Context: an optimization exercise on an open-source flow, tuned for small area and a short achievable clock period. The choices shown serve that exercise and are no tape-out recipe.
Only the layout flow was run in this run; the RTL was not checked for function there.

## flow/flow/run.sh

```bash
#!/bin/bash
# The standard layout, with the port buffers made from buf_4 instead of the default cell,
# and the resizer's timing repair aiming at 16.45 ns of setup slack
set -euo pipefail
bash standard.sh finish 'BUFFER_PORTS_ARGS=-buffer_cell sky130_fd_sc_hd__buf_4' SETUP_SLACK_MARGIN=16.45 > standard.log 2>&1
```

## flow/standard.sh

```bash
#!/bin/bash
# synth_recipe.tcl (not shown) runs the flow's synth.tcl, then flattens the netlist and writes it again
# the make line also repeats each setting of config.mk as NAME=value (left out here)
make -C /OpenROAD-flow-scripts/flow DESIGN_CONFIG=/design/flow/config.mk WORK_HOME=/design/flow/orfs CLKGATE_MAP_FILE= SYNTH_SCRIPT=/design/flow/synth_recipe.tcl "${@:-finish}"
```

## flow/config.mk

```make
export PLATFORM = sky130hd
export DESIGN_NAME = AXIS_linear_regression_v1_0
export DESIGN_NICKNAME = AXIS_linear_regression_v1_0
export VERILOG_FILES = /design/flow/design.v
export SDC_FILE = /design/flow/constraint.sdc
export NUM_CORES = 8
export LEC_CHECK = 0
export CAP_MARGIN = 20
export CORE_MARGIN = 2
export CORE_UTILIZATION = 40
export CTS_CLUSTER_DIAMETER = 50
export CTS_CLUSTER_SIZE = 24
export SLEW_MARGIN = 20
export SYNTH_HIERARCHICAL = 1
export SYNTH_MINIMUM_KEEP_SIZE = 0
```

## flow/constraint.sdc

```tcl
create_clock -name core_clock -period 22.0 [get_ports {aclk}]
set_input_delay 4.4000 -clock core_clock [delete_from_list [all_inputs] [get_ports {aclk}]]
set_output_delay 4.4000 -clock core_clock [all_outputs]
set_load 0.01 [all_outputs]
```

## flow/design.v

```verilog
`timescale 1 ns / 1 ps
module AXIS_linear_regression_v1_0 #
	(
		parameter M = 8,
		parameter N = 3,
		parameter integer C_S00_AXIS_TDATA_WIDTH	= 32,
		parameter integer C_M00_AXIS_TDATA_WIDTH	= 32,
		parameter integer C_M00_AXIS_START_COUNT	= 32
	)
	(
		input wire  aclk,
		input wire  aresetn,
		output wire  s00_axis_tready,
		input wire [C_S00_AXIS_TDATA_WIDTH-1 : 0] s00_axis_tdata,
		input wire  s00_axis_tlast,
		input wire  s00_axis_tvalid,
		output wire  m00_axis_tvalid,
		output wire [C_M00_AXIS_TDATA_WIDTH-1 : 0] m00_axis_tdata,
		output wire  m00_axis_tlast,
		input wire  m00_axis_tready
	);
    reg        tready_r;
    reg  [2:0] vdly, ldly;
    reg        tvalid_r, tlast_r;
    reg  [31:0] tdata_r;
    reg  [1:0] col;         
    reg  [3:0] row;         
    reg        pending;     
    reg  [1:0] w;           
    assign s00_axis_tready = tready_r;
    assign m00_axis_tvalid = tvalid_r;
    assign m00_axis_tlast  = tlast_r;
    assign m00_axis_tdata  = tdata_r;
    wire take = s00_axis_tvalid & tready_r & ~pending;
    wire xrow = ~row[3];
    wire nz = row != 4'd0;              
    wire [15:0] bus16 = s00_axis_tdata[15:0];
    wire [15:0] enc;
    wire [7:0] encn;
    genvar g;
    generate for (g = 0; g < 8; g = g + 1) begin : be
        wire am1 = (g == 0) ? 1'b0 : bus16[2*g-1];
        wire a0 = bus16[2*g], a1 = bus16[2*g+1];
        assign enc[2*g]   = a0 ^ am1;
        assign enc[2*g+1] = (a1 & ~a0 & ~am1) | (~a1 & a0 & am1);
        assign encn[g]    = a1;
    end endgenerate
    reg [15:0] E0, E1, E2;
    reg [7:0] N0, N1, N2;
    wire ld0 = ~xrow | (col == 2'd0);
    wire ld1 = ~xrow | (col == 2'd1);
    wire ld2 = ~xrow | (col == 2'd2);
    wire flip = take & xrow & (col == 2'd3);
    reg [31:0] R0a, R0b, R0c;           
    reg [31:0] R1a, R1b;                
    reg [31:0] A22;
    reg [31:0] B0, B1, B2;              
    wire [31:0] busx = (col == 2'd3) ? s00_axis_tdata : {{16{s00_axis_tdata[15]}}, bus16};
    reg [31:0] D;
    reg sx0, sx1, sx2, sx3;             
    reg st0, st1, st2;                  
    reg cR0, cB0, cR1, cB1, cR2, cB2;
    always @(posedge aclk) begin
        if (ld0) E0 <= enc;
        if (ld1) E1 <= enc;
        if (ld2) E2 <= enc;
        if (ld0 | flip) N0 <= ld0 ? encn : ~N0;
        if (ld1 | flip) N1 <= ld1 ? encn : ~N1;
        if (ld2 | flip) N2 <= ld2 ? encn : ~N2;
        D <= busx;
        if (!aresetn) begin
            tready_r <= 1'b0;
            vdly <= 3'b0; ldly <= 3'b0;
            tvalid_r <= 1'b0; tlast_r <= 1'b0;
            col <= 2'd0; row <= 4'd0;
            pending <= 1'b0; w <= 2'd0;
            {sx0, sx1, sx2, sx3, st0, st1, st2} <= 7'b0;
            {cR0, cB0, cR1, cB1, cR2, cB2} <= 6'b0;
        end else begin
            tready_r <= m00_axis_tready;
            vdly <= {vdly[1:0], s00_axis_tvalid};
            ldly <= {ldly[1:0], s00_axis_tlast};
            tvalid_r <= vdly[2];
            tlast_r <= ldly[2];
            sx0 <= take & xrow & (col == 2'd0);
            sx1 <= take & xrow & (col == 2'd1);
            sx2 <= take & xrow & (col == 2'd2);
            sx3 <= take & xrow & (col == 2'd3);
            st0 <= take & ~xrow & (col == 2'd0);
            st1 <= take & ~xrow & (col == 2'd1);
            st2 <= take & ~xrow & (col == 2'd2);
            cR0 <= take & xrow & nz & (col != 2'd3);
            cB0 <= take & (xrow ? nz & (col == 2'd3) : (col != 2'd3));
            cR1 <= take & xrow & nz & (col == 2'd1 || col == 2'd2);
            cB1 <= take & (xrow ? nz & (col == 2'd3) : 1'b1);
            cR2 <= take & xrow & nz & (col == 2'd2);
            cB2 <= take & (xrow ? nz & col[0] : 1'b1);
            if (take) begin
                col <= col + 2'd1;
                if (col == 2'd3) row <= row + 4'd1;
                if (~xrow && col == 2'd3) pending <= 1'b1;
            end
            if (pending & m00_axis_tready) begin
                w <= (w == 2'd2) ? 2'd0 : w + 2'd1;
                if (w == 2'd2) begin
                    pending <= 1'b0;
                    row <= 4'd0;
                    col <= 2'd0;
                end
            end
        end
    end
    wire tload = pending & m00_axis_tready;
    wire [31:0] gw = (w == 2'd0) ? B0 : (w == 2'd1) ? B1 : B2;
    always @(posedge aclk)
        tdata_r <= ({32{tload & aresetn}} & gw) | ({32{~tload & aresetn}} & tdata_r);
    wire st = st0 | st1 | st2;
    wire [31:0] Q0 = st ? R0a : D;
    wire [31:0] Q1 = st0 ? R0b : (st1 | st2) ? R1a : D;
    wire [31:0] Q2 = st0 ? R0c : st1 ? R1b : st2 ? A22 : D;
    wire [31:0] c0 = ({32{cR0}} & R0a) | ({32{cB0}} & B0);
    wire [31:0] r0;
    mac u0 (E0, N0, Q0, c0, r0);
    wire [31:0] c1 = ({32{cR1}} & R1a) | ({32{cB1}} & B1);
    wire [31:0] r1;
    mac u1 (E1, N1, Q1, c1, r1);
    wire [31:0] c2 = ({32{cR2}} & A22) | ({32{cB2}} & B2);
    wire [31:0] r2;
    mac u2 (E2, N2, Q2, c2, r2);
    wire wa0 = sx0 | sx1 | sx2 | st0 | st1;
    wire wa1 = sx1 | sx2 | st1;
    always @(posedge aclk) begin
        if (wa0) begin
            R0a <= R0b;
            R0b <= R0c;
            R0c <= r0;
        end
        if (wa1) begin
            R1a <= R1b;
            R1b <= r1;
        end
        if (sx2) A22 <= r2;
        if (sx3 | st) begin B0 <= r0; B1 <= r1; B2 <= r2; end
    end
endmodule
module mac(input [15:0] e, input [7:0] n, input [31:0] b, input [31:0] c, output [31:0] r);
wire one0 = e[0];
wire two0 = e[1];
wire neg0 = n[0];
wire one1 = e[2];
wire two1 = e[3];
wire neg1 = n[1];
wire one2 = e[4];
wire two2 = e[5];
wire neg2 = n[2];
wire one3 = e[6];
wire two3 = e[7];
wire neg3 = n[3];
wire one4 = e[8];
wire two4 = e[9];
wire neg4 = n[4];
wire one5 = e[10];
wire two5 = e[11];
wire neg5 = n[5];
wire one6 = e[12];
wire two6 = e[13];
wire neg6 = n[6];
wire one7 = e[14];
wire two7 = e[15];
wire neg7 = n[7];
wire p0_0, p0_1; bpp2z u_p0_0(one0, two0, neg0, b[0], b[1], p0_0, p0_1);
wire p0_2, p0_3; bpp2 u_p0_2(one0, two0, neg0, b[1], b[2], b[3], p0_2, p0_3);
wire p0_4, p0_5; bpp2 u_p0_4(one0, two0, neg0, b[3], b[4], b[5], p0_4, p0_5);
wire p0_6, p0_7; bpp2 u_p0_6(one0, two0, neg0, b[5], b[6], b[7], p0_6, p0_7);
wire p0_8, p0_9; bpp2 u_p0_8(one0, two0, neg0, b[7], b[8], b[9], p0_8, p0_9);
wire p0_10, p0_11; bpp2 u_p0_10(one0, two0, neg0, b[9], b[10], b[11], p0_10, p0_11);
wire p0_12, p0_13; bpp2 u_p0_12(one0, two0, neg0, b[11], b[12], b[13], p0_12, p0_13);
wire p0_14, p0_15; bpp2 u_p0_14(one0, two0, neg0, b[13], b[14], b[15], p0_14, p0_15);
wire p0_16, p0_17; bpp2 u_p0_16(one0, two0, neg0, b[15], b[16], b[17], p0_16, p0_17);
wire p0_18, p0_19; bpp2 u_p0_18(one0, two0, neg0, b[17], b[18], b[19], p0_18, p0_19);
wire p0_20, p0_21; bpp2 u_p0_20(one0, two0, neg0, b[19], b[20], b[21], p0_20, p0_21);
wire p0_22, p0_23; bpp2 u_p0_22(one0, two0, neg0, b[21], b[22], b[23], p0_22, p0_23);
wire p0_24, p0_25; bpp2 u_p0_24(one0, two0, neg0, b[23], b[24], b[25], p0_24, p0_25);
wire p0_26, p0_27; bpp2 u_p0_26(one0, two0, neg0, b[25], b[26], b[27], p0_26, p0_27);
wire p0_28, p0_29; bpp2 u_p0_28(one0, two0, neg0, b[27], b[28], b[29], p0_28, p0_29);
wire p0_30, p0_31; bpp2 u_p0_30(one0, two0, neg0, b[29], b[30], b[31], p0_30, p0_31);
wire p1_0, p1_1; bpp2z u_p1_0(one1, two1, neg1, b[0], b[1], p1_0, p1_1);
wire p1_2, p1_3; bpp2 u_p1_2(one1, two1, neg1, b[1], b[2], b[3], p1_2, p1_3);
wire p1_4, p1_5; bpp2 u_p1_4(one1, two1, neg1, b[3], b[4], b[5], p1_4, p1_5);
wire p1_6, p1_7; bpp2 u_p1_6(one1, two1, neg1, b[5], b[6], b[7], p1_6, p1_7);
wire p1_8, p1_9; bpp2 u_p1_8(one1, two1, neg1, b[7], b[8], b[9], p1_8, p1_9);
wire p1_10, p1_11; bpp2 u_p1_10(one1, two1, neg1, b[9], b[10], b[11], p1_10, p1_11);
wire p1_12, p1_13; bpp2 u_p1_12(one1, two1, neg1, b[11], b[12], b[13], p1_12, p1_13);
wire p1_14, p1_15; bpp2 u_p1_14(one1, two1, neg1, b[13], b[14], b[15], p1_14, p1_15);
wire p1_16, p1_17; bpp2 u_p1_16(one1, two1, neg1, b[15], b[16], b[17], p1_16, p1_17);
wire p1_18, p1_19; bpp2 u_p1_18(one1, two1, neg1, b[17], b[18], b[19], p1_18, p1_19);
wire p1_20, p1_21; bpp2 u_p1_20(one1, two1, neg1, b[19], b[20], b[21], p1_20, p1_21);
wire p1_22, p1_23; bpp2 u_p1_22(one1, two1, neg1, b[21], b[22], b[23], p1_22, p1_23);
wire p1_24, p1_25; bpp2 u_p1_24(one1, two1, neg1, b[23], b[24], b[25], p1_24, p1_25);
wire p1_26, p1_27; bpp2 u_p1_26(one1, two1, neg1, b[25], b[26], b[27], p1_26, p1_27);
wire p1_28, p1_29; bpp2 u_p1_28(one1, two1, neg1, b[27], b[28], b[29], p1_28, p1_29);
wire p2_0, p2_1; bpp2z u_p2_0(one2, two2, neg2, b[0], b[1], p2_0, p2_1);
wire p2_2, p2_3; bpp2 u_p2_2(one2, two2, neg2, b[1], b[2], b[3], p2_2, p2_3);
wire p2_4, p2_5; bpp2 u_p2_4(one2, two2, neg2, b[3], b[4], b[5], p2_4, p2_5);
wire p2_6, p2_7; bpp2 u_p2_6(one2, two2, neg2, b[5], b[6], b[7], p2_6, p2_7);
wire p2_8, p2_9; bpp2 u_p2_8(one2, two2, neg2, b[7], b[8], b[9], p2_8, p2_9);
wire p2_10, p2_11; bpp2 u_p2_10(one2, two2, neg2, b[9], b[10], b[11], p2_10, p2_11);
wire p2_12, p2_13; bpp2 u_p2_12(one2, two2, neg2, b[11], b[12], b[13], p2_12, p2_13);
wire p2_14, p2_15; bpp2 u_p2_14(one2, two2, neg2, b[13], b[14], b[15], p2_14, p2_15);
wire p2_16, p2_17; bpp2 u_p2_16(one2, two2, neg2, b[15], b[16], b[17], p2_16, p2_17);
wire p2_18, p2_19; bpp2 u_p2_18(one2, two2, neg2, b[17], b[18], b[19], p2_18, p2_19);
wire p2_20, p2_21; bpp2 u_p2_20(one2, two2, neg2, b[19], b[20], b[21], p2_20, p2_21);
wire p2_22, p2_23; bpp2 u_p2_22(one2, two2, neg2, b[21], b[22], b[23], p2_22, p2_23);
wire p2_24, p2_25; bpp2 u_p2_24(one2, two2, neg2, b[23], b[24], b[25], p2_24, p2_25);
wire p2_26, p2_27; bpp2 u_p2_26(one2, two2, neg2, b[25], b[26], b[27], p2_26, p2_27);
wire p3_0, p3_1; bpp2z u_p3_0(one3, two3, neg3, b[0], b[1], p3_0, p3_1);
wire p3_2, p3_3; bpp2 u_p3_2(one3, two3, neg3, b[1], b[2], b[3], p3_2, p3_3);
wire p3_4, p3_5; bpp2 u_p3_4(one3, two3, neg3, b[3], b[4], b[5], p3_4, p3_5);
wire p3_6, p3_7; bpp2 u_p3_6(one3, two3, neg3, b[5], b[6], b[7], p3_6, p3_7);
wire p3_8, p3_9; bpp2 u_p3_8(one3, two3, neg3, b[7], b[8], b[9], p3_8, p3_9);
wire p3_10, p3_11; bpp2 u_p3_10(one3, two3, neg3, b[9], b[10], b[11], p3_10, p3_11);
wire p3_12, p3_13; bpp2 u_p3_12(one3, two3, neg3, b[11], b[12], b[13], p3_12, p3_13);
wire p3_14, p3_15; bpp2 u_p3_14(one3, two3, neg3, b[13], b[14], b[15], p3_14, p3_15);
wire p3_16, p3_17; bpp2 u_p3_16(one3, two3, neg3, b[15], b[16], b[17], p3_16, p3_17);
wire p3_18, p3_19; bpp2 u_p3_18(one3, two3, neg3, b[17], b[18], b[19], p3_18, p3_19);
wire p3_20, p3_21; bpp2 u_p3_20(one3, two3, neg3, b[19], b[20], b[21], p3_20, p3_21);
wire p3_22, p3_23; bpp2 u_p3_22(one3, two3, neg3, b[21], b[22], b[23], p3_22, p3_23);
wire p3_24, p3_25; bpp2 u_p3_24(one3, two3, neg3, b[23], b[24], b[25], p3_24, p3_25);
wire p4_0, p4_1; bpp2z u_p4_0(one4, two4, neg4, b[0], b[1], p4_0, p4_1);
wire p4_2, p4_3; bpp2 u_p4_2(one4, two4, neg4, b[1], b[2], b[3], p4_2, p4_3);
wire p4_4, p4_5; bpp2 u_p4_4(one4, two4, neg4, b[3], b[4], b[5], p4_4, p4_5);
wire p4_6, p4_7; bpp2 u_p4_6(one4, two4, neg4, b[5], b[6], b[7], p4_6, p4_7);
wire p4_8, p4_9; bpp2 u_p4_8(one4, two4, neg4, b[7], b[8], b[9], p4_8, p4_9);
wire p4_10, p4_11; bpp2 u_p4_10(one4, two4, neg4, b[9], b[10], b[11], p4_10, p4_11);
wire p4_12, p4_13; bpp2 u_p4_12(one4, two4, neg4, b[11], b[12], b[13], p4_12, p4_13);
wire p4_14, p4_15; bpp2 u_p4_14(one4, two4, neg4, b[13], b[14], b[15], p4_14, p4_15);
wire p4_16, p4_17; bpp2 u_p4_16(one4, two4, neg4, b[15], b[16], b[17], p4_16, p4_17);
wire p4_18, p4_19; bpp2 u_p4_18(one4, two4, neg4, b[17], b[18], b[19], p4_18, p4_19);
wire p4_20, p4_21; bpp2 u_p4_20(one4, two4, neg4, b[19], b[20], b[21], p4_20, p4_21);
wire p4_22, p4_23; bpp2 u_p4_22(one4, two4, neg4, b[21], b[22], b[23], p4_22, p4_23);
wire p5_0, p5_1; bpp2z u_p5_0(one5, two5, neg5, b[0], b[1], p5_0, p5_1);
wire p5_2, p5_3; bpp2 u_p5_2(one5, two5, neg5, b[1], b[2], b[3], p5_2, p5_3);
wire p5_4, p5_5; bpp2 u_p5_4(one5, two5, neg5, b[3], b[4], b[5], p5_4, p5_5);
wire p5_6, p5_7; bpp2 u_p5_6(one5, two5, neg5, b[5], b[6], b[7], p5_6, p5_7);
wire p5_8, p5_9; bpp2 u_p5_8(one5, two5, neg5, b[7], b[8], b[9], p5_8, p5_9);
wire p5_10, p5_11; bpp2 u_p5_10(one5, two5, neg5, b[9], b[10], b[11], p5_10, p5_11);
wire p5_12, p5_13; bpp2 u_p5_12(one5, two5, neg5, b[11], b[12], b[13], p5_12, p5_13);
wire p5_14, p5_15; bpp2 u_p5_14(one5, two5, neg5, b[13], b[14], b[15], p5_14, p5_15);
wire p5_16, p5_17; bpp2 u_p5_16(one5, two5, neg5, b[15], b[16], b[17], p5_16, p5_17);
wire p5_18, p5_19; bpp2 u_p5_18(one5, two5, neg5, b[17], b[18], b[19], p5_18, p5_19);
wire p5_20, p5_21; bpp2 u_p5_20(one5, two5, neg5, b[19], b[20], b[21], p5_20, p5_21);
wire p6_0, p6_1; bpp2z u_p6_0(one6, two6, neg6, b[0], b[1], p6_0, p6_1);
wire p6_2, p6_3; bpp2 u_p6_2(one6, two6, neg6, b[1], b[2], b[3], p6_2, p6_3);
wire p6_4, p6_5; bpp2 u_p6_4(one6, two6, neg6, b[3], b[4], b[5], p6_4, p6_5);
wire p6_6, p6_7; bpp2 u_p6_6(one6, two6, neg6, b[5], b[6], b[7], p6_6, p6_7);
wire p6_8, p6_9; bpp2 u_p6_8(one6, two6, neg6, b[7], b[8], b[9], p6_8, p6_9);
wire p6_10, p6_11; bpp2 u_p6_10(one6, two6, neg6, b[9], b[10], b[11], p6_10, p6_11);
wire p6_12, p6_13; bpp2 u_p6_12(one6, two6, neg6, b[11], b[12], b[13], p6_12, p6_13);
wire p6_14, p6_15; bpp2 u_p6_14(one6, two6, neg6, b[13], b[14], b[15], p6_14, p6_15);
wire p6_16, p6_17; bpp2 u_p6_16(one6, two6, neg6, b[15], b[16], b[17], p6_16, p6_17);
wire p6_18, p6_19; bpp2 u_p6_18(one6, two6, neg6, b[17], b[18], b[19], p6_18, p6_19);
wire p7_0, p7_1; bpp2z u_p7_0(one7, two7, neg7, b[0], b[1], p7_0, p7_1);
wire p7_2, p7_3; bpp2 u_p7_2(one7, two7, neg7, b[1], b[2], b[3], p7_2, p7_3);
wire p7_4, p7_5; bpp2 u_p7_4(one7, two7, neg7, b[3], b[4], b[5], p7_4, p7_5);
wire p7_6, p7_7; bpp2 u_p7_6(one7, two7, neg7, b[5], b[6], b[7], p7_6, p7_7);
wire p7_8, p7_9; bpp2 u_p7_8(one7, two7, neg7, b[7], b[8], b[9], p7_8, p7_9);
wire p7_10, p7_11; bpp2 u_p7_10(one7, two7, neg7, b[9], b[10], b[11], p7_10, p7_11);
wire p7_12, p7_13; bpp2 u_p7_12(one7, two7, neg7, b[11], b[12], b[13], p7_12, p7_13);
wire p7_14, p7_15; bpp2 u_p7_14(one7, two7, neg7, b[13], b[14], b[15], p7_14, p7_15);
wire p7_16, p7_17; bpp2 u_p7_16(one7, two7, neg7, b[15], b[16], b[17], p7_16, p7_17);
wire n1;
wire n2;
ha un2 (p0_14, p1_12, n1, n2);
wire n3;
wire n4;
ha un4 (p0_15, p1_13, n3, n4);
wire n5;
wire n6;
ha un6 (p0_16, p1_14, n5, n6);
wire n7;
wire n8;
ha un8 (p0_17, p1_15, n7, n8);
wire n9;
wire n10;
ha un10 (p0_18, p1_16, n9, n10);
wire n11;
wire n12;
ha un12 (p0_19, p1_17, n11, n12);
wire n13;
wire n14;
ha un14 (p0_20, p1_18, n13, n14);
wire n15;
wire n16;
ha un16 (p0_21, p1_19, n15, n16);
wire n17;
wire n18;
ha un18 (p0_22, p1_20, n17, n18);
wire n19;
wire n20;
ha un20 (p0_23, p1_21, n19, n20);
wire n21;
wire n22;
ha un22 (p0_24, p1_22, n21, n22);
wire n23;
wire n24;
ha un24 (p0_25, p1_23, n23, n24);
wire n25;
wire n26;
ha un26 (p0_26, p1_24, n25, n26);
wire n27;
wire n28;
ha un28 (p0_27, p1_25, n27, n28);
wire n29;
wire n30;
ha un30 (p0_28, p1_26, n29, n30);
wire n31;
wire n32;
ha un32 (p0_29, p1_27, n31, n32);
wire n33;
wire n34;
ha un34 (p0_30, p1_28, n33, n34);
wire n35;
wire n36;
ha un36 (p0_31, p1_29, n35, n36);
wire n37;
wire n38;
ha un38 (p0_8, p1_6, n37, n38);
wire n39;
wire n40;
ha un40 (p0_9, p1_7, n39, n40);
wire n41;
wire n42;
fa un42 (p0_10, p1_8, p2_6, n41, n42);
wire n43;
wire n44;
ha un44 (p3_4, p4_2, n43, n44);
wire n45;
wire n46;
fa un46 (p0_11, p1_9, p2_7, n45, n46);
wire n47;
wire n48;
ha un48 (p3_5, p4_3, n47, n48);
wire n49;
wire n50;
fa un50 (p0_12, p1_10, p2_8, n49, n50);
wire n51;
wire n52;
fa un52 (p3_6, p4_4, p5_2, n51, n52);
wire n53;
wire n54;
ha un54 (p6_0, neg6, n53, n54);
wire n55;
wire n56;
fa un56 (p0_13, p1_11, p2_9, n55, n56);
wire n57;
wire n58;
fa un58 (p3_7, p4_5, p5_3, n57, n58);
wire n59;
wire n60;
ha un60 (p6_1, c[13], n59, n60);
wire n61;
wire n62;
fa un62 (n1, p2_10, p3_8, n61, n62);
wire n63;
wire n64;
fa un64 (p4_6, p5_4, p6_2, n63, n64);
wire n65;
wire n66;
fa un66 (p7_0, neg7, c[14], n65, n66);
wire n67;
wire n68;
fa un68 (n2, n3, p2_11, n67, n68);
wire n69;
wire n70;
fa un70 (p3_9, p4_7, p5_5, n69, n70);
wire n71;
wire n72;
fa un72 (p6_3, p7_1, c[15], n71, n72);
wire n73;
wire n74;
fa un74 (n4, n5, p2_12, n73, n74);
wire n75;
wire n76;
fa un76 (p3_10, p4_8, p5_6, n75, n76);
wire n77;
wire n78;
fa un78 (p6_4, p7_2, c[16], n77, n78);
wire n79;
wire n80;
fa un80 (n6, n7, p2_13, n79, n80);
wire n81;
wire n82;
fa un82 (p3_11, p4_9, p5_7, n81, n82);
wire n83;
wire n84;
fa un84 (p6_5, p7_3, c[17], n83, n84);
wire n85;
wire n86;
fa un86 (n8, n9, p2_14, n85, n86);
wire n87;
wire n88;
fa un88 (p3_12, p4_10, p5_8, n87, n88);
wire n89;
wire n90;
fa un90 (p6_6, p7_4, c[18], n89, n90);
wire n91;
wire n92;
fa un92 (n10, n11, p2_15, n91, n92);
wire n93;
wire n94;
fa un94 (p3_13, p4_11, p5_9, n93, n94);
wire n95;
wire n96;
fa un96 (p6_7, p7_5, c[19], n95, n96);
wire n97;
wire n98;
fa un98 (n12, n13, p2_16, n97, n98);
wire n99;
wire n100;
fa un100 (p3_14, p4_12, p5_10, n99, n100);
wire n101;
wire n102;
fa un102 (p6_8, p7_6, c[20], n101, n102);
wire n103;
wire n104;
fa un104 (n14, n15, p2_17, n103, n104);
wire n105;
wire n106;
fa un106 (p3_15, p4_13, p5_11, n105, n106);
wire n107;
wire n108;
fa un108 (p6_9, p7_7, c[21], n107, n108);
wire n109;
wire n110;
fa un110 (n16, n17, p2_18, n109, n110);
wire n111;
wire n112;
fa un112 (p3_16, p4_14, p5_12, n111, n112);
wire n113;
wire n114;
fa un114 (p6_10, p7_8, c[22], n113, n114);
wire n115;
wire n116;
fa un116 (n18, n19, p2_19, n115, n116);
wire n117;
wire n118;
fa un118 (p3_17, p4_15, p5_13, n117, n118);
wire n119;
wire n120;
fa un120 (p6_11, p7_9, c[23], n119, n120);
wire n121;
wire n122;
fa un122 (n20, n21, p2_20, n121, n122);
wire n123;
wire n124;
fa un124 (p3_18, p4_16, p5_14, n123, n124);
wire n125;
wire n126;
fa un126 (p6_12, p7_10, c[24], n125, n126);
wire n127;
wire n128;
fa un128 (n22, n23, p2_21, n127, n128);
wire n129;
wire n130;
fa un130 (p3_19, p4_17, p5_15, n129, n130);
wire n131;
wire n132;
fa un132 (p6_13, p7_11, c[25], n131, n132);
wire n133;
wire n134;
fa un134 (n24, n25, p2_22, n133, n134);
wire n135;
wire n136;
fa un136 (p3_20, p4_18, p5_16, n135, n136);
wire n137;
wire n138;
fa un138 (p6_14, p7_12, c[26], n137, n138);
wire n139;
wire n140;
fa un140 (n26, n27, p2_23, n139, n140);
wire n141;
wire n142;
fa un142 (p3_21, p4_19, p5_17, n141, n142);
wire n143;
wire n144;
fa un144 (p6_15, p7_13, c[27], n143, n144);
wire n145;
wire n146;
fa un146 (n28, n29, p2_24, n145, n146);
wire n147;
wire n148;
fa un148 (p3_22, p4_20, p5_18, n147, n148);
wire n149;
wire n150;
fa un150 (p6_16, p7_14, c[28], n149, n150);
wire n151;
wire n152;
fa un152 (n30, n31, p2_25, n151, n152);
wire n153;
wire n154;
fa un154 (p3_23, p4_21, p5_19, n153, n154);
wire n155;
wire n156;
fa un156 (p6_17, p7_15, c[29], n155, n156);
wire n157;
wire n158;
fa un158 (n32, n33, p2_26, n157, n158);
wire n159;
wire n160;
fa un160 (p3_24, p4_22, p5_20, n159, n160);
wire n161;
wire n162;
fa un162 (p6_18, p7_16, c[30], n161, n162);
wire n163;
wire n164;
fa un164 (n34, n35, p2_27, n163, n164);
wire n165;
wire n166;
fa un166 (p3_25, p4_23, p5_21, n165, n166);
wire n167;
wire n168;
fa un168 (p6_19, p7_17, c[31], n167, n168);
wire n169;
wire n170;
ha un170 (p0_4, p1_2, n169, n170);
wire n171;
wire n172;
ha un172 (p0_5, p1_3, n171, n172);
wire n173;
wire n174;
fa un174 (p0_6, p1_4, p2_2, n173, n174);
wire n175;
wire n176;
ha un176 (p3_0, neg3, n175, n176);
wire n177;
wire n178;
fa un178 (p0_7, p1_5, p2_3, n177, n178);
wire n179;
wire n180;
ha un180 (p3_1, c[7], n179, n180);
wire n181;
wire n182;
fa un182 (n37, p2_4, p3_2, n181, n182);
wire n183;
wire n184;
fa un184 (p4_0, neg4, c[8], n183, n184);
wire n185;
wire n186;
fa un186 (n38, n39, p2_5, n185, n186);
wire n187;
wire n188;
fa un188 (p3_3, p4_1, c[9], n187, n188);
wire n189;
wire n190;
fa un190 (n40, n41, n43, n189, n190);
wire n191;
wire n192;
fa un192 (p5_0, neg5, c[10], n191, n192);
wire n193;
wire n194;
fa un194 (n42, n44, n45, n193, n194);
wire n195;
wire n196;
fa un196 (n47, p5_1, c[11], n195, n196);
wire n197;
wire n198;
fa un198 (n46, n48, n49, n197, n198);
wire n199;
wire n200;
fa un200 (n51, n53, c[12], n199, n200);
wire n201;
wire n202;
fa un202 (n50, n52, n54, n201, n202);
wire n203;
wire n204;
fa un204 (n55, n57, n59, n203, n204);
wire n205;
wire n206;
fa un206 (n56, n58, n60, n205, n206);
wire n207;
wire n208;
fa un208 (n61, n63, n65, n207, n208);
wire n209;
wire n210;
fa un210 (n62, n64, n66, n209, n210);
wire n211;
wire n212;
fa un212 (n67, n69, n71, n211, n212);
wire n213;
wire n214;
fa un214 (n68, n70, n72, n213, n214);
wire n215;
wire n216;
fa un216 (n73, n75, n77, n215, n216);
wire n217;
wire n218;
fa un218 (n74, n76, n78, n217, n218);
wire n219;
wire n220;
fa un220 (n79, n81, n83, n219, n220);
wire n221;
wire n222;
fa un222 (n80, n82, n84, n221, n222);
wire n223;
wire n224;
fa un224 (n85, n87, n89, n223, n224);
wire n225;
wire n226;
fa un226 (n86, n88, n90, n225, n226);
wire n227;
wire n228;
fa un228 (n91, n93, n95, n227, n228);
wire n229;
wire n230;
fa un230 (n92, n94, n96, n229, n230);
wire n231;
wire n232;
fa un232 (n97, n99, n101, n231, n232);
wire n233;
wire n234;
fa un234 (n98, n100, n102, n233, n234);
wire n235;
wire n236;
fa un236 (n103, n105, n107, n235, n236);
wire n237;
wire n238;
fa un238 (n104, n106, n108, n237, n238);
wire n239;
wire n240;
fa un240 (n109, n111, n113, n239, n240);
wire n241;
wire n242;
fa un242 (n110, n112, n114, n241, n242);
wire n243;
wire n244;
fa un244 (n115, n117, n119, n243, n244);
wire n245;
wire n246;
fa un246 (n116, n118, n120, n245, n246);
wire n247;
wire n248;
fa un248 (n121, n123, n125, n247, n248);
wire n249;
wire n250;
fa un250 (n122, n124, n126, n249, n250);
wire n251;
wire n252;
fa un252 (n127, n129, n131, n251, n252);
wire n253;
wire n254;
fa un254 (n128, n130, n132, n253, n254);
wire n255;
wire n256;
fa un256 (n133, n135, n137, n255, n256);
wire n257;
wire n258;
fa un258 (n134, n136, n138, n257, n258);
wire n259;
wire n260;
fa un260 (n139, n141, n143, n259, n260);
wire n261;
wire n262;
fa un262 (n140, n142, n144, n261, n262);
wire n263;
wire n264;
fa un264 (n145, n147, n149, n263, n264);
wire n265;
wire n266;
fa un266 (n146, n148, n150, n265, n266);
wire n267;
wire n268;
fa un268 (n151, n153, n155, n267, n268);
wire n269;
wire n270;
fa un270 (n152, n154, n156, n269, n270);
wire n271;
wire n272;
fa un272 (n157, n159, n161, n271, n272);
wire n273;
wire n274;
fa un274 (n158, n160, n162, n273, n274);
wire n275;
wire n276;
fa un276 (n163, n165, n167, n275, n276);
wire n277;
wire n278;
ha un278 (p0_2, p1_0, n277, n278);
wire n279;
wire n280;
ha un280 (p0_3, p1_1, n279, n280);
wire n281;
wire n282;
fa un282 (n169, p2_0, neg2, n281, n282);
wire n283;
wire n284;
fa un284 (n170, n171, p2_1, n283, n284);
wire n285;
wire n286;
fa un286 (n172, n173, n175, n285, n286);
wire n287;
wire n288;
fa un288 (n174, n176, n177, n287, n288);
wire n289;
wire n290;
fa un290 (n178, n180, n181, n289, n290);
wire n291;
wire n292;
fa un292 (n182, n184, n185, n291, n292);
wire n293;
wire n294;
fa un294 (n186, n188, n189, n293, n294);
wire n295;
wire n296;
fa un296 (n190, n192, n193, n295, n296);
wire n297;
wire n298;
fa un298 (n194, n196, n197, n297, n298);
wire n299;
wire n300;
fa un300 (n198, n200, n201, n299, n300);
wire n301;
wire n302;
fa un302 (n202, n204, n205, n301, n302);
wire n303;
wire n304;
fa un304 (n206, n208, n209, n303, n304);
wire n305;
wire n306;
fa un306 (n210, n212, n213, n305, n306);
wire n307;
wire n308;
fa un308 (n214, n216, n217, n307, n308);
wire n309;
wire n310;
fa un310 (n218, n220, n221, n309, n310);
wire n311;
wire n312;
fa un312 (n222, n224, n225, n311, n312);
wire n313;
wire n314;
fa un314 (n226, n228, n229, n313, n314);
wire n315;
wire n316;
fa un316 (n230, n232, n233, n315, n316);
wire n317;
wire n318;
fa un318 (n234, n236, n237, n317, n318);
wire n319;
wire n320;
fa un320 (n238, n240, n241, n319, n320);
wire n321;
wire n322;
fa un322 (n242, n244, n245, n321, n322);
wire n323;
wire n324;
fa un324 (n246, n248, n249, n323, n324);
wire n325;
wire n326;
fa un326 (n250, n252, n253, n325, n326);
wire n327;
wire n328;
fa un328 (n254, n256, n257, n327, n328);
wire n329;
wire n330;
fa un330 (n258, n260, n261, n329, n330);
wire n331;
wire n332;
fa un332 (n262, n264, n265, n331, n332);
wire n333;
wire n334;
fa un334 (n266, n268, n269, n333, n334);
wire n335;
wire n336;
fa un336 (n270, n272, n273, n335, n336);
wire n337;
wire n338;
ha un338 (p0_0, neg0, n337, n338);
wire n339;
wire n340;
ha un340 (p0_1, c[1], n339, n340);
wire n341;
wire n342;
fa un342 (n277, neg1, c[2], n341, n342);
wire n343;
wire n344;
fa un344 (n278, n279, c[3], n343, n344);
wire n345;
wire n346;
fa un346 (n280, n281, c[4], n345, n346);
wire n347;
wire n348;
fa un348 (n282, n283, c[5], n347, n348);
wire n349;
wire n350;
fa un350 (n284, n285, c[6], n349, n350);
wire n351;
wire n352;
fa un352 (n286, n287, n179, n351, n352);
wire n353;
wire n354;
fa un354 (n288, n289, n183, n353, n354);
wire n355;
wire n356;
fa un356 (n290, n291, n187, n355, n356);
wire n357;
wire n358;
fa un358 (n292, n293, n191, n357, n358);
wire n359;
wire n360;
fa un360 (n294, n295, n195, n359, n360);
wire n361;
wire n362;
fa un362 (n296, n297, n199, n361, n362);
wire n363;
wire n364;
fa un364 (n298, n299, n203, n363, n364);
wire n365;
wire n366;
fa un366 (n300, n301, n207, n365, n366);
wire n367;
wire n368;
fa un368 (n302, n303, n211, n367, n368);
wire n369;
wire n370;
fa un370 (n304, n305, n215, n369, n370);
wire n371;
wire n372;
fa un372 (n306, n307, n219, n371, n372);
wire n373;
wire n374;
fa un374 (n308, n309, n223, n373, n374);
wire n375;
wire n376;
fa un376 (n310, n311, n227, n375, n376);
wire n377;
wire n378;
fa un378 (n312, n313, n231, n377, n378);
wire n379;
wire n380;
fa un380 (n314, n315, n235, n379, n380);
wire n381;
wire n382;
fa un382 (n316, n317, n239, n381, n382);
wire n383;
wire n384;
fa un384 (n318, n319, n243, n383, n384);
wire n385;
wire n386;
fa un386 (n320, n321, n247, n385, n386);
wire n387;
wire n388;
fa un388 (n322, n323, n251, n387, n388);
wire n389;
wire n390;
fa un390 (n324, n325, n255, n389, n390);
wire n391;
wire n392;
fa un392 (n326, n327, n259, n391, n392);
wire n393;
wire n394;
fa un394 (n328, n329, n263, n393, n394);
wire n395;
wire n396;
fa un396 (n330, n331, n267, n395, n396);
wire n397;
wire n398;
fa un398 (n332, n333, n271, n397, n398);
wire n399;
wire n400;
fa un400 (n334, n335, n275, n399, n400);
wire [31:0] s0 = {n398, n396, n394, n392, n390, n388, n386, n384, n382, n380, n378, n376, n374, n372, n370, n368, n366, n364, n362, n360, n358, n356, n354, n352, n350, n348, n346, n344, n342, n340, n338, n337};
wire [31:0] s1 = {n399, n397, n395, n393, n391, n389, n387, n385, n383, n381, n379, n377, n375, n373, n371, n369, n367, n365, n363, n361, n359, n357, n355, n353, n351, n349, n347, n345, n343, n341, n339, c[0]};
add32 u_cpa(s0, s1, r);
endmodule
module fa(input a, input b, input c, output s, output co);
assign s = a ^ b ^ c;
assign co = (a & b) | (a & c) | (b & c);
endmodule
module ha(input a, input b, output s, output co);
assign s = a ^ b;
assign co = a & b;
endmodule
module bpp2(input one, input two, input neg, input bm1, input b0, input b1, output p0, output p1);
assign p0 = ((one & b0) | (two & bm1)) ^ neg;
assign p1 = ((one & b1) | (two & b0)) ^ neg;
endmodule
module bpp2z(input one, input two, input neg, input b0, input b1, output p0, output p1);
assign p0 = (one & b0) ^ neg;
assign p1 = ((one & b1) | (two & b0)) ^ neg;
endmodule
module add32(input [31:0] a, input [31:0] b, output [31:0] s);
wire q1;
wire q2;
pgc u_pg0(a[0], b[0], q1, q2);
wire q3;
wire q4;
pgc u_pg1(a[1], b[1], q3, q4);
wire q5;
wire q6;
pgc u_pg2(a[2], b[2], q5, q6);
wire q7;
wire q8;
pgc u_pg3(a[3], b[3], q7, q8);
wire q9;
wire q10;
pgc u_pg4(a[4], b[4], q9, q10);
wire q11;
wire q12;
pgc u_pg5(a[5], b[5], q11, q12);
wire q13;
wire q14;
pgc u_pg6(a[6], b[6], q13, q14);
wire q15;
wire q16;
pgc u_pg7(a[7], b[7], q15, q16);
wire q17;
wire q18;
pgc u_pg8(a[8], b[8], q17, q18);
wire q19;
wire q20;
pgc u_pg9(a[9], b[9], q19, q20);
wire q21;
wire q22;
pgc u_pg10(a[10], b[10], q21, q22);
wire q23;
wire q24;
pgc u_pg11(a[11], b[11], q23, q24);
wire q25;
wire q26;
pgc u_pg12(a[12], b[12], q25, q26);
wire q27;
wire q28;
pgc u_pg13(a[13], b[13], q27, q28);
wire q29;
wire q30;
pgc u_pg14(a[14], b[14], q29, q30);
wire q31;
wire q32;
pgc u_pg15(a[15], b[15], q31, q32);
wire q33;
wire q34;
pgc u_pg16(a[16], b[16], q33, q34);
wire q35;
wire q36;
pgc u_pg17(a[17], b[17], q35, q36);
wire q37;
wire q38;
pgc u_pg18(a[18], b[18], q37, q38);
wire q39;
wire q40;
pgc u_pg19(a[19], b[19], q39, q40);
wire q41;
wire q42;
pgc u_pg20(a[20], b[20], q41, q42);
wire q43;
wire q44;
pgc u_pg21(a[21], b[21], q43, q44);
wire q45;
wire q46;
pgc u_pg22(a[22], b[22], q45, q46);
wire q47;
wire q48;
pgc u_pg23(a[23], b[23], q47, q48);
wire q49;
wire q50;
pgc u_pg24(a[24], b[24], q49, q50);
wire q51;
wire q52;
pgc u_pg25(a[25], b[25], q51, q52);
wire q53;
wire q54;
pgc u_pg26(a[26], b[26], q53, q54);
wire q55;
wire q56;
pgc u_pg27(a[27], b[27], q55, q56);
wire q57;
wire q58;
pgc u_pg28(a[28], b[28], q57, q58);
wire q59;
wire q60;
pgc u_pg29(a[29], b[29], q59, q60);
wire q61;
wire q62;
pgc u_pg30(a[30], b[30], q61, q62);
wire q63;
wire q64;
pgc u_pg31(a[31], b[31], q63, q64);
wire q65;
gray u_g65(q3, q4, q1, q65);
wire q66;
wire q67;
dot u_d67(q7, q8, q5, q6, q66, q67);
wire q68;
wire q69;
dot u_d69(q11, q12, q9, q10, q68, q69);
wire q70;
wire q71;
dot u_d71(q15, q16, q13, q14, q70, q71);
wire q72;
wire q73;
dot u_d73(q19, q20, q17, q18, q72, q73);
wire q74;
wire q75;
dot u_d75(q23, q24, q21, q22, q74, q75);
wire q76;
wire q77;
dot u_d77(q27, q28, q25, q26, q76, q77);
wire q78;
wire q79;
dot u_d79(q31, q32, q29, q30, q78, q79);
wire q80;
wire q81;
dot u_d81(q35, q36, q33, q34, q80, q81);
wire q82;
wire q83;
dot u_d83(q39, q40, q37, q38, q82, q83);
wire q84;
wire q85;
dot u_d85(q43, q44, q41, q42, q84, q85);
wire q86;
wire q87;
dot u_d87(q47, q48, q45, q46, q86, q87);
wire q88;
wire q89;
dot u_d89(q51, q52, q49, q50, q88, q89);
wire q90;
wire q91;
dot u_d91(q55, q56, q53, q54, q90, q91);
wire q92;
wire q93;
dot u_d93(q59, q60, q57, q58, q92, q93);
wire q94;
wire q95;
dot u_d95(q63, q64, q61, q62, q94, q95);
wire q96;
gray u_g96(q66, q67, q65, q96);
wire q97;
wire q98;
dot u_d98(q68, q69, q66, q67, q97, q98);
wire q99;
wire q100;
dot u_d100(q70, q71, q68, q69, q99, q100);
wire q101;
wire q102;
dot u_d102(q72, q73, q70, q71, q101, q102);
wire q103;
wire q104;
dot u_d104(q74, q75, q72, q73, q103, q104);
wire q105;
wire q106;
dot u_d106(q76, q77, q74, q75, q105, q106);
wire q107;
wire q108;
dot u_d108(q78, q79, q76, q77, q107, q108);
wire q109;
wire q110;
dot u_d110(q80, q81, q78, q79, q109, q110);
wire q111;
wire q112;
dot u_d112(q82, q83, q80, q81, q111, q112);
wire q113;
wire q114;
dot u_d114(q84, q85, q82, q83, q113, q114);
wire q115;
wire q116;
dot u_d116(q86, q87, q84, q85, q115, q116);
wire q117;
wire q118;
dot u_d118(q88, q89, q86, q87, q117, q118);
wire q119;
wire q120;
dot u_d120(q90, q91, q88, q89, q119, q120);
wire q121;
wire q122;
dot u_d122(q92, q93, q90, q91, q121, q122);
wire q123;
wire q124;
dot u_d124(q94, q95, q92, q93, q123, q124);
wire q125;
gray u_g125(q97, q98, q65, q125);
wire q126;
gray u_g126(q99, q100, q96, q126);
wire q127;
wire q128;
dot u_d128(q101, q102, q97, q98, q127, q128);
wire q129;
wire q130;
dot u_d130(q103, q104, q99, q100, q129, q130);
wire q131;
wire q132;
dot u_d132(q105, q106, q101, q102, q131, q132);
wire q133;
wire q134;
dot u_d134(q107, q108, q103, q104, q133, q134);
wire q135;
wire q136;
dot u_d136(q109, q110, q105, q106, q135, q136);
wire q137;
wire q138;
dot u_d138(q111, q112, q107, q108, q137, q138);
wire q139;
wire q140;
dot u_d140(q113, q114, q109, q110, q139, q140);
wire q141;
wire q142;
dot u_d142(q115, q116, q111, q112, q141, q142);
wire q143;
wire q144;
dot u_d144(q117, q118, q113, q114, q143, q144);
wire q145;
wire q146;
dot u_d146(q119, q120, q115, q116, q145, q146);
wire q147;
wire q148;
dot u_d148(q121, q122, q117, q118, q147, q148);
wire q149;
wire q150;
dot u_d150(q123, q124, q119, q120, q149, q150);
wire q151;
gray u_g151(q127, q128, q65, q151);
wire q152;
gray u_g152(q129, q130, q96, q152);
wire q153;
gray u_g153(q131, q132, q125, q153);
wire q154;
gray u_g154(q133, q134, q126, q154);
wire q155;
wire q156;
dot u_d156(q135, q136, q127, q128, q155, q156);
wire q157;
wire q158;
dot u_d158(q137, q138, q129, q130, q157, q158);
wire q159;
wire q160;
dot u_d160(q139, q140, q131, q132, q159, q160);
wire q161;
wire q162;
dot u_d162(q141, q142, q133, q134, q161, q162);
wire q163;
wire q164;
dot u_d164(q143, q144, q135, q136, q163, q164);
wire q165;
wire q166;
dot u_d166(q145, q146, q137, q138, q165, q166);
wire q167;
wire q168;
dot u_d168(q147, q148, q139, q140, q167, q168);
wire q169;
wire q170;
dot u_d170(q149, q150, q141, q142, q169, q170);
wire q171;
gray u_g171(q155, q156, q65, q171);
wire q172;
gray u_g172(q157, q158, q96, q172);
wire q173;
gray u_g173(q159, q160, q125, q173);
wire q174;
gray u_g174(q161, q162, q126, q174);
wire q175;
gray u_g175(q163, q164, q151, q175);
wire q176;
gray u_g176(q165, q166, q152, q176);
wire q177;
gray u_g177(q167, q168, q153, q177);
wire q178;
gray u_g178(q169, q170, q154, q178);
wire q179;
gray u_g179(q5, q6, q65, q179);
wire q180;
gray u_g180(q9, q10, q96, q180);
wire q181;
gray u_g181(q13, q14, q125, q181);
wire q182;
gray u_g182(q17, q18, q126, q182);
wire q183;
gray u_g183(q21, q22, q151, q183);
wire q184;
gray u_g184(q25, q26, q152, q184);
wire q185;
gray u_g185(q29, q30, q153, q185);
wire q186;
gray u_g186(q33, q34, q154, q186);
wire q187;
gray u_g187(q37, q38, q171, q187);
wire q188;
gray u_g188(q41, q42, q172, q188);
wire q189;
gray u_g189(q45, q46, q173, q189);
wire q190;
gray u_g190(q49, q50, q174, q190);
wire q191;
gray u_g191(q53, q54, q175, q191);
wire q192;
gray u_g192(q57, q58, q176, q192);
wire q193;
gray u_g193(q61, q62, q177, q193);
assign s[0] = q2;
xr u_x1(q4, q1, s[1]);
xr u_x2(q6, q65, s[2]);
xr u_x3(q8, q179, s[3]);
xr u_x4(q10, q96, s[4]);
xr u_x5(q12, q180, s[5]);
xr u_x6(q14, q125, s[6]);
xr u_x7(q16, q181, s[7]);
xr u_x8(q18, q126, s[8]);
xr u_x9(q20, q182, s[9]);
xr u_x10(q22, q151, s[10]);
xr u_x11(q24, q183, s[11]);
xr u_x12(q26, q152, s[12]);
xr u_x13(q28, q184, s[13]);
xr u_x14(q30, q153, s[14]);
xr u_x15(q32, q185, s[15]);
xr u_x16(q34, q154, s[16]);
xr u_x17(q36, q186, s[17]);
xr u_x18(q38, q171, s[18]);
xr u_x19(q40, q187, s[19]);
xr u_x20(q42, q172, s[20]);
xr u_x21(q44, q188, s[21]);
xr u_x22(q46, q173, s[22]);
xr u_x23(q48, q189, s[23]);
xr u_x24(q50, q174, s[24]);
xr u_x25(q52, q190, s[25]);
xr u_x26(q54, q175, s[26]);
xr u_x27(q56, q191, s[27]);
xr u_x28(q58, q176, s[28]);
xr u_x29(q60, q192, s[29]);
xr u_x30(q62, q177, s[30]);
xr u_x31(q64, q193, s[31]);
endmodule
module pgc(input a, input b, output g, output p);
assign g = a & b;
assign p = a ^ b;
endmodule
module dot(input g1, input p1, input g0, input p0, output g, output p);
assign g = g1 | (p1 & g0);
assign p = p1 & p0;
endmodule
module gray(input g1, input p1, input g0, output g);
assign g = g1 | (p1 & g0);
endmodule
module xr(input a, input b, output y);
assign y = a ^ b;
endmodule
```

==> impl_results.md <==
- Hold Fails Final Rpt: 0
- Final Wtd Congestion: 0.976
- Reg2reg setup slack: 16.02 ns
- Startpoint types: register
- Setup Slack @ Placement: 14.98 ns
- Tmin final: 5.98 ns
- Tot GR Track Use: 0.301
- Clock sink count: 455
- Yosys warns: 7
- Die Wd: 333 µm
- Post-route ant nets: 0
- First-pass GRT wire length: 247000 µm
- Fill cell total of the finished layout: 9163
- TritonCTS Buffers: 46
- Root Buffer: clkbuf_16
- I/O Buffers: 71
- Core Box Area: 0.107 mm²
- Number of max-slew violations in the final report: 0
- Nets: 4735
- Net Count, Synth: 4343
- Initial antenna violation count: 5
- Worst setup margin: 16.02 ns
- Initial drt markers: 4808
- EDFF count, synth: 360
- Top-Level Pins: 72
- CTS tree: built
- R2r endpoint: B2[23]
- Max Fclk: 167 MHz
- Most frequent cells in the layout: xnor2_1, a22oi_1, edfxtp_1, fa_1, buf_4
- H-Tree Depth: 2
- Crit. Startpoint: st2
- Row count: 120
- Most common cell after layout, fill and taps aside: xnor2_1
- Multi-input logic area: 0.0346 mm²
- Final core utilization: 0.517
- Drt first pass iters: 6
- Routed vias/inst: 6.37
- RR Startpoint: st2
- # setup viols final: 0
- Hold Path Stages: 1
- FF+latch count, synth: 455
- Unrepaired setup endpoints after global routing: true
- Top cells by area, synth: edfxtp_1, fa_1, xnor2_1, a22oi_1, ha_1
- Share of cells above drive strength 1: 0.329
- Hold Worst Slack: 0.422 ns
- Max-slew headroom: 0.146
- Residual DRC count: 0
- Max Cap Viol: 0
- Syn avg cell area: 12.0 µm²
- Setup Skew: 0.0385 ns
- Crit Path Class: register to register
- Seq/Total Area, Yosys: 0.293
- Seq. cell area: 0.0128 mm²
- Die span in y: 333 µm
- Vias in the first global route: 34300
- Final worst path period share: 0.272
- FFs w/ async S/R, synth: 0
- Setup_tns: 0 ns
- Crit path DAT: 6.34 ns
- GRT overflow: 0
- Hold Path Class: register to register
- Post-Syn Area: 0.0433 mm²
- CP Capture Type: register
- Largest net degree at the start of global routing: 65
- Largest area contributor in the synthesized netlist: edfxtp_1
- Synth-to-layout area growth: 27.8%
- Die area: 0.111 mm²
- Clock latency (worst-skew pair): 0.63 ns
- Netlist cell types: 43
- Total Wirelength: 171000 µm
- Initial core utilization: 0.404
- Status: complete, no violations
- Hold Path Sink: ldly[1]
- Clock Pin Slew Worst Setup and Hold Paths: 0.08 ns
- Worst Hold Launch: ldly[0]
- Worst Max-Slew Pin Slew: 1.27 ns
- DR vias: 34600
- Critical path peak fanout: 8
- Dominant synthesized flop cell: edfxtp_1
- Top cell type's share of synthesized area: 0.249
- R2R cell count: 22
- HPWL after DPL: 116000 µm
- Clock Path Buffers: 3
- Synth Instances: 3604
- CP required: 22.36 ns
- DR WL/cell: 31.4 µm
-- per-module statistics from Yosys, one instance, submodules excluded, a selection --
module  cell area [µm²]  flip-flops and latches  cells  times used
dot                13.8                       0      2         135
pgc                12.5                       0      1          96
add32              7.51                       0      1           3
bpp2z              33.8                       0      4          24
gray               7.51                       0      1          90
ha                 12.5                       0      1          96
xr                 8.76                       0      1          93
-- critical path, cell delays in order, from the launching register on --
cell	delay, ns
dfxtp_4	0.36
buf_4	0.14
buf_6	0.12
buf_16	0.14
buf_12	0.13
mux2_4	0.30
mux2i_4	0.24
o21ai_4	0.15
buf_12	0.18
a22oi_2	0.20
xnor2_2	0.11
fa_2	0.61
fa_2	0.44
fa_2	0.55
fa_2	0.46
ha_4	0.17
a21o_1	0.19
a21o_1	0.20
a21o_1	0.18
a21o_1	0.18
a21o_1	0.21
a21o_1	0.21
xor2_2	0.20
-- worst max-delay path by stage --
stage             end  slack (ns)
3_5_place_dp   B1[25]       14.98
2_1_floorplan  B1[31]       16.45
5_1_grt        B1[25]       15.92
6_report       B2[23]       16.02
4_1_cts        B1[25]       16.06
3_3_place_gp   B1[25]       15.07
-- what timing repair did --
item,4_1_cts,5_1_grt
resized for setup,779,243
gates cloned,19,4
hold buffers,0,0
pin swaps,301,259
endpoints found under the setup margin,173,138
buffers inserted,189,45
-- state kept, by name, summed over array words and instances, names as in the netlist, 16 cells and up --
name     flops
R0b         32
R0a         32
E0          16
B0          32
B2          32
R1a         32
B1          32
tdata_r     32
E2          16
R1b         32
R0c         32
E1          16
D           32
A22         32
-- logic make-up (layout without fill, tap and decap cells) --
kind of cell	count (synthesis)	in the layout	share of synthesized area
AOI/OAI and AO/OA	1104	1104	0.191
xor gates and xnor gates	702	702	0.142
adders and majority gates	702	702	0.290
buffers and inverters	98	523	0.0111
DFF	455	455	0.293
muxes	88	88	0.0211
other	0	2	0
and+or+nand+nor	455	460	0.0515
-- metrics by stage --
step	std cells	cell area [µm²]
4_1_cts	5386	53700
3_3_place_gp	5092	46200
5_1_grt	5438	55400
6_report	5439	55400
2_1_floorplan	3604	43500
3_5_place_dp	5092	46200
-- final cells by class --
class	count	area share
multi-input combinational	3056	0.625
clock buffer	49	0.0214
timing repair buffer	431	0.0824
tap	1403	0.0317
antenna	2	0.0000904
sequential	455	0.231
inverter	6	0.000407
clock inverter	37	0.00820
-- synth_stat cells, types with 24 or more instances --
library cell and count:
and2_1 149, fa_1 504, a21o_1 225, xor2_1 100, o2bb2ai_1 32, mux2i_1 61
a22oi_2 24, mux2_2 27, a22oi_1 552, a22o_1 96, clkbuf_1 54, a221oi_1 37
xnor2_1 602, o21ai_0 120, ha_1 198, edfxtp_1 360, buf_2 24, nand2_1 250
dfxtp_1 95
-- per-layer routing --
metal | wire length [µm] | GRT usage
met2 | 73800 | 0.438
met3 | 19900 | 0.0766
met1 | 68700 | 0.425
met5 | 11 | 0
met4 | 8260 | 0.122

-- what the ideal ports hide --
The results above use ideal ports. As a check the final layout listed here was re-extracted and re-timed, cells and wires unchanged. Step 1 assumes that a clkbuf_16 drives the clock port and a buf_2 every other input. Step 2 adds t to the input delays and takes it off the output delays; t is the mean of the earliest and latest rising clock arrival at the registers after step 1. Input paths then give back, and output paths get back, about the clock's delay inside the block. Three values: ideal ports, drivers, drivers and shift; two values: the first two.
shift t [ns]: 0.674
slack for setup (ns): 16.018 / 16.018 / 15.911
worst setup path at the end: input to register
After both steps this run still meets setup and hold. The setup slack of this run moves by 0.000 ns with the drivers and by -0.107 ns with both steps.
